This is an optimization exercise on Yosys and OpenROAD, whose aim is small area, not a production implementation. Only simulation tests tie the RTL to the original design; equivalence was not proved. No driver is modelled on the clock port, so clock power and skew are understated where the tree is cut down; a real chip needs a root buffer or a tree. Power is estimated from default activity; no workload was simulated.

== old ==
==> module top_level, before the edit <==
module top_level
  (input wire clk, reset,
   input wire [7:0] d,
   output wire servo, pwm,
   output wire [7:0] leds
  );
  reg [2:0] s_hi;
  reg       s_lo31;
  always @(posedge clk, posedge reset)
    if (reset) begin
      s_hi   <= 3'd0;
      s_lo31 <= 1'b0;
    end else begin
      s_hi   <= d[7:5];
      s_lo31 <= &d[4:0];
    end
  genvar i;
  generate
    for (i = 0; i < 8; i = i + 1) begin : g_leds
      assign leds[i] = (s_hi > i) || ((s_hi == i) && s_lo31);
    end
  endgenerate
  reg [5:0] c;
  reg [5:0] q;
  reg [6:0] a;
  reg [4:0] b;
  wire [11:0] ab = {b, a};
  wire c1  = (~c[0] & c[2] & ~c[3] & c[5]);
  wire c2  = (c[0] & ~c[1] & c[3] & ~c[4]);
  wire c3  = (c[1] & ~c[2] & c[4] & ~c[5]);
  wire c48 = (~c[0] & ~c[1] & c[2] & ~c[4] & c[5]);
  wire q1  = (~q[0] & ~q[1] & ~q[2] & ~q[3] & ~q[5]);
  wire q2  = (q[0] & ~q[1] & ~q[2] & ~q[4] & q[5]);
  wire q7  = (q[0] & ~q[1] & q[2] & q[3] & q[4] & q[5]);
  wire q23 = (~q[0] & q[1] & q[2] & ~q[3] & ~q[5]);
  wire qx  = (~q[0] & q[1] & ~q[2] & ~q[3] & ~q[4]) | (~q[0] & ~q[1] & ~q[2] & ~q[3] & q[4]);
  wire rt   = c1 & q1;
  wire fire = c2 & q2 & (~ab[0] & ~ab[1] & ~ab[2] & ab[3] & ~ab[4] & ~ab[5] & ab[6] & ab[7] & ~ab[8] & ~ab[9] & ab[10] & ab[11]);
  always @(posedge clk, posedge reset)
    if (reset)
      c <= 6'd51;
    else
      c <= {c[4], c[3], c[2], (c[1] & ~c1), c[0], (c[5] ^ c[0])};
  always @(posedge clk, posedge reset)
    if (reset)
      q <= 6'd8;
    else
      q <= {q[4], q[3], (q[2] | q1), q[1], q[0], (q[5] ^ q[4])};
  always @(posedge clk, posedge reset)
    if (reset) begin
      a <= 7'd8;
      b <= 5'd16;
    end else begin
      a <= {a[5], a[4], a[3], (a[2] | fire), a[1], a[0], ~(a[6] ^ a[3])};
      b <= {b[3], b[2], (b[1] | fire), b[0], ~(b[4] ^ b[1])};
    end
  reg [1:0] succ;
  reg       servo_reg;
  wire      hit = c48 & ~qx & (d > 8'd75);
  always @(posedge clk, posedge reset)
    if (reset) begin
      succ      <= 2'd0;
      servo_reg <= 1'b0;
    end else if (rt) begin
      succ      <= 2'd0;
      servo_reg <= succ[1] & ~succ[0];
    end else if (hit)
      succ <= {succ[1] | succ[0], ~succ[1]};
  assign servo = servo_reg;
  reg dsel;         
  reg pwm_reg;
  always @(posedge clk)
    if (rt & ~pwm_reg)
      dsel <= servo_reg;
  wire off1 = c3 & q23 & (~ab[4] & ~ab[7] & ~ab[10]);
  wire off0 = c3 & q7 & (~ab[1] & ab[3] & ab[4]);
  always @(posedge clk, posedge reset)
    if (reset)
      pwm_reg <= 1'b0;
    else if (fire)
      pwm_reg <= 1'b1;
    else if (dsel ? off1 : off0)
      pwm_reg <= 1'b0;
  assign pwm = pwm_reg;
endmodule
==> flow/config.mk <==
export PLATFORM = sky130hd
export DESIGN_NAME = top_level
export DESIGN_NICKNAME = top_level
export VERILOG_FILES = /design/flow/design.v
export SDC_FILE = /design/flow/constraint.sdc
export NUM_CORES = 4
export LEC_CHECK = 0
export CAP_MARGIN = 0
export CORE_MARGIN = 2
export CORE_UTILIZATION = 40
export SLEW_MARGIN = 0
==> flow/constraint.sdc <==
create_clock -name core_clock -period 20.0 [get_ports {clk}]
set_input_delay 4.0000 -clock core_clock [delete_from_list [all_inputs] [get_ports {clk}]]
set_output_delay 4.0000 -clock core_clock [all_outputs]
set_load 0.01 [all_outputs]
standard.sh (not shown) runs the stock make flow with config.mk's settings and CLKGATE_MAP_FILE= SYNTH_SCRIPT=/design/flow/synth_recipe.tcl, a recipe that flattens the netlist after the stock synthesis.
==> flow/flow/run.sh <==
#!/bin/bash
# The standard layout, with two changes:
#  - each port's buffer is a sky130_fd_sc_hd__buf_1 (buffer_ports -buffer_cell)
#  - the clock tree is a single clock buffer between the clock port and all
#    registers (flow/cts_hook.tcl, sourced by ORFS before its CTS command)
set -euo pipefail
export BUFFER_PORTS_ARGS="-buffer_cell sky130_fd_sc_hd__buf_1"
export PRE_CTS_TCL="$PWD/flow/cts_hook.tcl"
bash standard.sh finish > standard_flow.log 2>&1
==> flow/flow/cts_hook.tcl <==
# Sourced by ORFS's cts.tcl just before it runs clock_tree_synthesis: the
# design has few registers, so one buffer (buf_12), placed at the centre of
# the registers it drives, replaces the H-tree.
rename clock_tree_synthesis _orfs_clock_tree_synthesis
proc clock_tree_synthesis { args } {
  set block [ord::get_db_block]
  set n 0; set sx 0; set sy 0
  foreach inst [$block getInsts] {
    if { [[$inst getMaster] isSequential] } {
      set bb [$inst getBBox]
      set sx [expr { $sx + ([$bb xMin] + [$bb xMax]) / 2 }]
      set sy [expr { $sy + ([$bb yMin] + [$bb yMax]) / 2 }]
      incr n
    }
  }
  set dbu [$block getDbUnitsPerMicron]
  set x [expr { double($sx) / $n / $dbu }]
  set y [expr { double($sy) / $n / $dbu }]
  puts "cts_hook: one buf_12 for $n registers at ($x, $y)"
  insert_buffer -buffer_cell sky130_fd_sc_hd__buf_12 -net clk -location [list $x $y] -buffer_name clkbuf_root -net_name clk_root
  set_propagated_clock [all_clocks]
}
#### Input delta (new over old)
==> flow/design.v <==
module top_level
  (input wire clk, reset,
   input wire [7:0] d,
   output wire servo, pwm,
   output wire [7:0] leds
  );
  reg [2:0] s_hi;
  reg       s_lo31;
  always @(posedge clk, posedge reset)
    if (reset) begin
      s_hi   <= 3'd0;
      s_lo31 <= 1'b0;
    end else begin
      s_hi   <= d[7:5];
      s_lo31 <= &d[4:0];
    end
  genvar i;
  generate
    for (i = 0; i < 8; i = i + 1) begin : g_leds
      assign leds[i] = (s_hi > i) || ((s_hi == i) && s_lo31);
    end
  endgenerate
  reg [5:0] c;
  reg [5:0] q;
  reg [6:0] a;
  reg [4:0] b;
  wire [11:0] ab = {b, a};
  wire c1  = (~c[0] & c[1] & ~c[3] & c[4]);
  wire c2  = (~c[1] & c[2] & ~c[4] & c[5]);
  wire c3  = (c[0] & ~c[2] & c[3] & ~c[5]);
  wire c48 = (~c[0] & c[1] & c[2] & c[3] & ~c[4]);
  wire q1  = (~q[0] & ~q[1] & ~q[2] & ~q[3] & ~q[5]);
  wire q2  = (q[0] & ~q[1] & ~q[2] & ~q[4] & q[5]);
  wire q7  = (q[0] & ~q[1] & q[2] & q[3] & q[4] & q[5]);
  wire q23 = (~q[0] & q[1] & q[2] & ~q[3] & ~q[5]);
  wire qx  = (~q[0] & q[1] & ~q[2] & ~q[3] & ~q[4]) | (~q[0] & ~q[1] & ~q[2] & ~q[3] & q[4]);
  wire rt   = c1 & q1;
  wire fire = c2 & q2 & (ab[0] & ab[1] & ab[2] & ab[3] & ab[4] & ~ab[5] & ~ab[6] & ~ab[7] & ab[8] & ab[9] & ~ab[10] & ab[11]);
  always @(posedge clk, posedge reset)
    if (reset)
      c <= 6'd59;
    else
      c <= {c[4], c[3], c[2], c[1], c[0], ((c[5] ^ c[4]) | c48)};
  always @(posedge clk, posedge reset)
    if (reset)
      q <= 6'd8;
    else
      q <= {q[4], q[3], (q[2] | q1), q[1], q[0], (q[5] ^ q[4])};
  always @(posedge clk, posedge reset)
    if (reset) begin
      a <= 7'd102;
      b <= 5'd6;
    end else begin
      a <= {a[5], a[4], a[3], a[2], (a[1] & ~fire), a[0], ~(a[6] ^ a[2])};
      b <= {b[3], b[2], b[1], (b[0] | fire), ~(b[4] ^ b[1])};
    end
  reg [1:0] succ;
  reg       servo_reg;
  wire      hit = c48 & ~qx & (d > 8'd75);
  always @(posedge clk, posedge reset)
    if (reset) begin
      succ      <= 2'd0;
      servo_reg <= 1'b0;
    end else if (rt) begin
      succ      <= 2'd0;
      servo_reg <= succ[1] & ~succ[0];
    end else if (hit)
      succ <= {succ[1] | succ[0], ~succ[1]};
  assign servo = servo_reg;
  reg dsel;         
  reg pwm_reg;
  always @(posedge clk)
    if (rt & ~pwm_reg)
      dsel <= servo_reg;
  wire off1 = c3 & q23 & (~ab[4] & ~ab[5] & ~ab[8]);
  wire off0 = c3 & q7 & (ab[0] & ~ab[1] & ~ab[4]);
  always @(posedge clk, posedge reset)
    if (reset)
      pwm_reg <= 1'b0;
    else if (fire)
      pwm_reg <= 1'b1;
    else if (dsel ? off1 : off0)
      pwm_reg <= 1'b0;
  assign pwm = pwm_reg;
endmodule
Notes after the runs:
Going from old to new, final design instance area without fill grows by about 1.1%. new — combined flip-flop and latch cell area 0.75% higher, old as reference. Any difference in final cycle utilization of the critical path between new and old is small enough to ignore. Compared old against new; power attributed to sequential cells within noise. Summary of new over old: half-perimeter wire length after placement fell 1.7%, worst slack after detailed placement went up by 260 ps, post-layout total power shrank by about 0.37%. Comparing met2 routing resource usage after global routing for new and old, the smaller number came from new. Going from old to new, minimum period implied by the final worst setup slack shrinks by 22 ps. Highest clock frequency the design can meet for new: 0.88 MHz up relative to old. Sort new and old by relative max-transition margin, descending, and new comes first.
No run of this note takes its clock network from TritonCTS; it comes from the design's own scripts or RTL.

[re-timing with driven ports]
How much do the figures lean on ideal ports? The routed layouts below were timed once more, with nothing changed but the port constraints. Step 1 assumes that a clkbuf_16 drives the clock port and a buf_2 every other input. Step 2, shift: input delay + t, output delay - t, t = (earliest + latest rising clock arrival at the registers) / 2. This alone moves slack from input paths to output paths. Three values: no drivers, after step 1, after step 2; two values: the first two.
run	t (ns)	slack for setup (ns)	worst data-port slew with drivers (ns)
old	0.173	14.973 / 14.943 / 14.829	0.03
new	0.174	14.995 / 14.961 / 15.091	0.03
After both steps setup and hold are still met in every run listed. For old, which loses most, drivers alone change the setup slack by -0.030 ns; drivers and shift together by -0.144 ns.
